Context: an optimization exercise on an open-source flow, tuned for small area, a short achievable clock period and few clock cycles per item. The choices shown serve that exercise and are no tape-out recipe.
Function was not checked in any run shown here: the RTL went through the layout flow alone.
Power is estimated from default activity; no workload was simulated.

## flow/design.v (module list and top-level ports; edited modules follow where they fit)
// module top_module: 2937 lines
// module fa_cell: 4 lines
// module hai_cell: 4 lines
module top_module(clk, reset, INIT, READY, DONE,
                  input_ram_en, input_ram_addr, input_ram_data,
                  filter_rom_en, filter_rom_addr, filter_rom_data,
                  conv_valid, conv_out);
  // ...
==> flow/run.sh <==
#!/bin/bash
# synth_recipe.tcl (not shown) runs the flow's synth.tcl, then flattens the netlist and writes it again
# the make line also repeats each setting of config.mk as NAME=value (left out here)
make -C /OpenROAD-flow-scripts/flow DESIGN_CONFIG=/design/flow/config.mk WORK_HOME=/design/flow/orfs CLKGATE_MAP_FILE= SYNTH_SCRIPT=/design/flow/synth_recipe.tcl finish
==> flow/config.mk <==
export PLATFORM = sky130hd
export DESIGN_NAME = top_module
export DESIGN_NICKNAME = top_module
export VERILOG_FILES = /design/flow/design.v
export SDC_FILE = /design/flow/constraint.sdc
export NUM_CORES = 4
export LEC_CHECK = 0
export CAP_MARGIN = 20
export CORE_MARGIN = 2
export CORE_UTILIZATION = 40
export PLACE_DENSITY = 0.6
export SETUP_SLACK_MARGIN = 3.0
export SLEW_MARGIN = 20
export SYNTH_HIERARCHICAL = 1
export SYNTH_MINIMUM_KEEP_SIZE = 0
==> flow/constraint.sdc <==
create_clock -name core_clock -period 6.0 [get_ports {clk}]
set_input_delay 1.2000 -clock core_clock [delete_from_list [all_inputs] [get_ports {clk}]]
set_output_delay 1.2000 -clock core_clock [all_outputs]
set_load 0.01 [all_outputs]
==> run notes, run 1 <==
* Status: complete, no violations
* Area share of buffers outside the clock network at 12.3%
* Routability cong. at about 0.97
* Reg2reg path depth at 5
* Util after Layout at 52.8%
* Worst-Skew Late Latency at about 0.47 ns
* Layout Cells excl Fill at 2232
* Switching pwr at 0.00507 W
* Hold path cells at 0
* Power Total at 0.0116 W
* Met1 Wirelength at slightly above 20000 um
* Hold Slack at 0.330 ns
* Vias at about 11000
* IO Port Bufs at between 150 and 200
* WP depth at 6
* Dpl hpwl at between 40000 and 50000 um
* Hold path endpoint: k2_1590
* Ys Warns at 7
* DP Worst Slack at 1.58 ns
* Top Metal Used: met4
* Count of plain and timing-repair buffers at 191
* Worst EP required at 6.34 ns
* Drt wl/cell at 23.8 um
* DRC at 0
* Post-synth top cells: 548 x nand2_1, 495 x fa_1, 188 x dfxtp_1
* Post-Place Cell Area at approximately 20000 sq um
* Cts hold-fix bufs at 0
* EDFF count, synth at 0
* Final Hold Fails at 0
* Hold/Removal Path Class: register to register
* Post-Synth Adder-Cell Area at 58.6%
* Vias per cell at 5.13
* Regs by FF count: acc x20, rd_addr x10
* Mapped Cells at 1558
* Dominant cell type by area after synthesis: fa_1
* Clock-cell share of area at ~2.7%
* Reg area at roughly 3800 sq um
* Area of the multi-input gates at 14700 sq um
==> inputs of run 2 (changes only) <==
--- a/flow/config.mk
+++ b/flow/config.mk
@@ -8,6 +8,8 @@
 export CAP_MARGIN = 20
 export CORE_MARGIN = 2
 export CORE_UTILIZATION = 40
+export CTS_BUF_LIST = sky130_fd_sc_hd__clkbuf_8
+export CTS_CLUSTER_SIZE = 20
 export PLACE_DENSITY = 0.6
 export SETUP_SLACK_MARGIN = 3.0
 export SLEW_MARGIN = 20
==> run notes, run 2 <==
* Flop2flop setup slack at 3.01 ns
* Worst Setup End Kind: register
* DP Worst Slack at 1.58 ns (unchanged)
* Clock-pin transition on the worst setup and hold timing paths at 0.10 ns
* Cts hold-fix bufs at 0 (unchanged)
* Total grt overflow at 0
* Hold path cells at 0 (unchanged)
* H-tree levels at 4
* Top Metal Used: met4
* Hold path endpoint: k2_1588
* Netlist cell types at 39
* Vias at 11400 (-0.77%)
* Number of global-route vias before repair at 13200
* Syn Std Cell Area at roughly 18000 sq um
* Hold wc startpoint: k1_1307
* Max reg flops at 20
* RSZ-0062 raised after global routing: yes
* TritonCTS clock tree: done
* Critical path arrival at 3.48 ns
* Util after Layout at 51.5% (-1.3 points)
* Largest cells by area after synthesis: fa_1 56%, dfxtp_1 21%, nand2_1 12%, clkbuf_1 2.8%, ha_1 2.1%
* Post-Synthesis Net Count at 2214
* Layout cell share with drive strength beyond 1 at 38.3%
* Mean Syn Cell Area at roughly 11 sq um
* Clock Path Buffers at 2
* Pin count of the biggest net entering global routing at 18
* Initial Util at between 40% and 50%
* Die W at 214 um
* Max-slew violation count at 0
* Worst-Skew Late Latency at 0.53 ns (+0.06 ns)
* Met1 Wirelength at 20700 um (-0.22%)
* Rows at 76
* Reg area at 3780 sq um (about the same)
* Initial DRC count at between 600 and 700
* Io pins at 167
* Area of the multi-input gates at 14500 sq um (-1.3%)
* Reg2Reg Launch Point: g_q
* CTS sink cnt at 188
* Reg2reg path depth at 11 (+6)
* Mapped Cells at 1558 (unchanged)
* Fmax at 0.324 GHz
* EDFF count, synth at 0 (unchanged)
* Startpoint Class: input port
* CTS root buffer: clkbuf_8
* # setup viols final at 0
* Final setup margin at 2.91 ns
* Status: complete, no violations
* DR pass1 iterations at 5
* Vias per cell at 5.10 (-0.50%)
* Commonest non-fill, non-tap cell in the layout: nand2_1
* Clock Skews at ~0.022 ns
* Drt wl/cell at 23.8 um (about the same)
* Biggest register: acc
* Worst EP required at 6.39 ns (+0.05 ns)
* Fill cell count at around 3800
* Dpl hpwl at 46300 um (unchanged)
* Fin crit period at 3.09 ns
* Nets at 2283
* Post-synthesis sequential area ratio at 21.4%
* Regs by FF count: acc x20, rd_addr x10
* Critical path type: input port to register
* Die Ht at 214 um
* Metal2 WL at 27900 um
* Synth-to-layout area growth at 26.5%
* CP max FO at 8
* Max cap viols at 0
* Total Routing Usage GR at roughly a quarter
* Final wirelength at 53100 um
* VDD IR-drop max at roughly 0.00038 V
* Die ar. at about 46000 sq um
* Most used DFF post-synth: dfxtp_1
* Hold/Removal Path Class: register to register
* Slew at the pin closest to its max-slew limit at 0.378 ns
* First-pass GRT wire length at 79500 um
* Initial antenna violation count at 0
* Dominant cell type by area after synthesis: fa_1
* Final Hold Fails at 0 (unchanged)
* Synth Register Bits at 188
* Routability cong. at 0.967 (unchanged)
* Post-route ant nets at 0
* Post-synth top cells: 548 x nand2_1, 495 x fa_1, 188 x dfxtp_1
* Met3 WL at 3410 um
* Num CTS Buffers at 17
* IO Port Bufs at 166 (unchanged)
* Ys async rst share at 0%
* Final critical-path share of the clock period at between 50 and 60%
* Top-count cell post-synth: nand2_1
* Commonest non-fill, non-tap cells in the layout: 370 x nand2_1, 257 x fa_1, 238 x fa_2
* DRC at 0 (unchanged)
* Worst slew margin at 74.7%
* RR Endpoint: acc[14]
* Final TNS setup at 0 ns
* Synth top area share at 56.4%
* Pleak at 7.88 nW
* Ys Warns at 7 (unchanged)
* Core area at 43200 sq um
* Pwr dens at 508 nW/um^2
==> run 2: cell count changes in the layout (fill, tap and decap cells not counted), moves of 17 or more <==
| cell | change |
|---|---|
| clkbuf_8 | +17 |
| nand2_1 | +20 |
| fa_2 | -42 |
| fa_1 | +42 |
| clkbuf_16 | -18 |
==> run 2: power breakdown <==
group / leakage [nW] / switching, W / internal (W)
registers: 1.57 / 0.000302 / 0.00199
logic: 6.11 / 0.00420 / 0.00387
clock network: 0.201 / 0.000521 / 0.000403
==> run 2: cells by family after synthesis <==
| group | share of synthesized area, % |
|---|---|
| AOI/OAI and AO/OA | 1.59 |
| xor gates and xnor gates | 1.30 |
| adders and majority gates | 58.6 |
| buffers and inverters | 3.90 |
| DFF | 21.4 |
| and+or+nand+nor | 13.2 |
==> run 2: per-module statistics from Yosys, one instance, submodules excluded <==
module / flip-flops and latches / cells
fa_cell: 0 / 1
top_module: 188 / 1014
hai_cell: 0 / 5
==> run 2: worst max-delay path, cell delays in order <==
cell	delay [ns]
buf_12	0.12
nand2_4	0.05
fa_2	0.58
fa_2	0.45
fa_2	0.64
fa_1	0.42
==> run 2: layout make-up <==
cell class	instances	share of cell area (%)
Tap cell	585	3.29
Inverter	46	0.777
Clock buffer	19	1.18
Timing Repair Buffer	184	11.8
Sequential cell	188	17.0
Clock inverter	13	0.721
Antenna cell	1	0.0113
Multi-Input combinational cell	1190	65.3
==> run 2: metrics by stage <==
stage / hold slack (ns) / instances / instance area [sq um] / total power, W
after detailed placement: 0.313 / 2176 / 20200 / 0.00997
after floorplan: 0.310 / 1558 / 20000 / 0.00752
after CTS: 0.336 / 2215 / 21500 / 0.0111
final: 0.335 / 2226 / 22200 / 0.0113
after global routing: 0.347 / 2225 / 22200 / 0.0125
after global placement: 0.310 / 2176 / 20200 / 0.00969
==> run 2: routing by layer <==
metal | up-vias | global-route usage [%]
met3 | 75 | 4.99
met2 | 396 | 43.6
met5 | - | 0
li1 | 4785 | -
met1 | 6101 | 30.3
met4 | 0 | 7.14
==> run 2: timing repair <==
action                                   CTS  global route
pin swaps                                107           147
setup buffers                              6            10
gates resized for setup                 1060           197
cloned                                     1             0
endpoints found under the setup margin   117            55
==> run 2: worst max path at each step <==
stage / start / to / slack [ns] / depth (start not counted)
6_report: input_ram_data[1] / k1_1346 / 2.91 / 6
5_1_grt: g_q / acc[19] / 2.87 / 12
4_1_cts: filter_rom_data[3] / k1_1358 / 2.93 / 6
3_5_place_dp: filter_rom_data[22] / k1_1371 / 1.58 / 6
3_3_place_gp: filter_rom_data[58] / k1_1341 / 1.58 / 6
2_1_floorplan: filter_rom_data[52] / k1_1346 / 2.53 / 6

[re-timing with driven ports]
How much do the figures lean on ideal ports? The routed layouts below were timed once more, with nothing changed but the port constraints. Step 1: set_driving_cell puts a clkbuf_16 on clk and a buf_2 on each other input, an assumption about the parent block. Step 2 times the ports against the registers' clock, not the clock port: input delays grow and output delays shrink by t, the midpoint of the rising clock arrivals with the driver on. Slacks: no drivers / after step 1 / after step 2; pairs: no drivers / after step 1.
run	t (ns)	setup WS [ns]	hold slack, ns	worst setup path at the end	cell pins on the clock port's net
run 1	0.518	2.836 / 2.826 / 2.308	0.330 / 0.330 / 0.330	input to register	1
run 2	0.558	2.912 / 2.892 / 2.334	0.335 / 0.335 / 0.335	input to register	1
After both steps setup and hold are still met in every run listed. For run 2, which loses most, drivers alone change the setup slack by -0.020 ns; drivers and shift together by -0.578 ns.
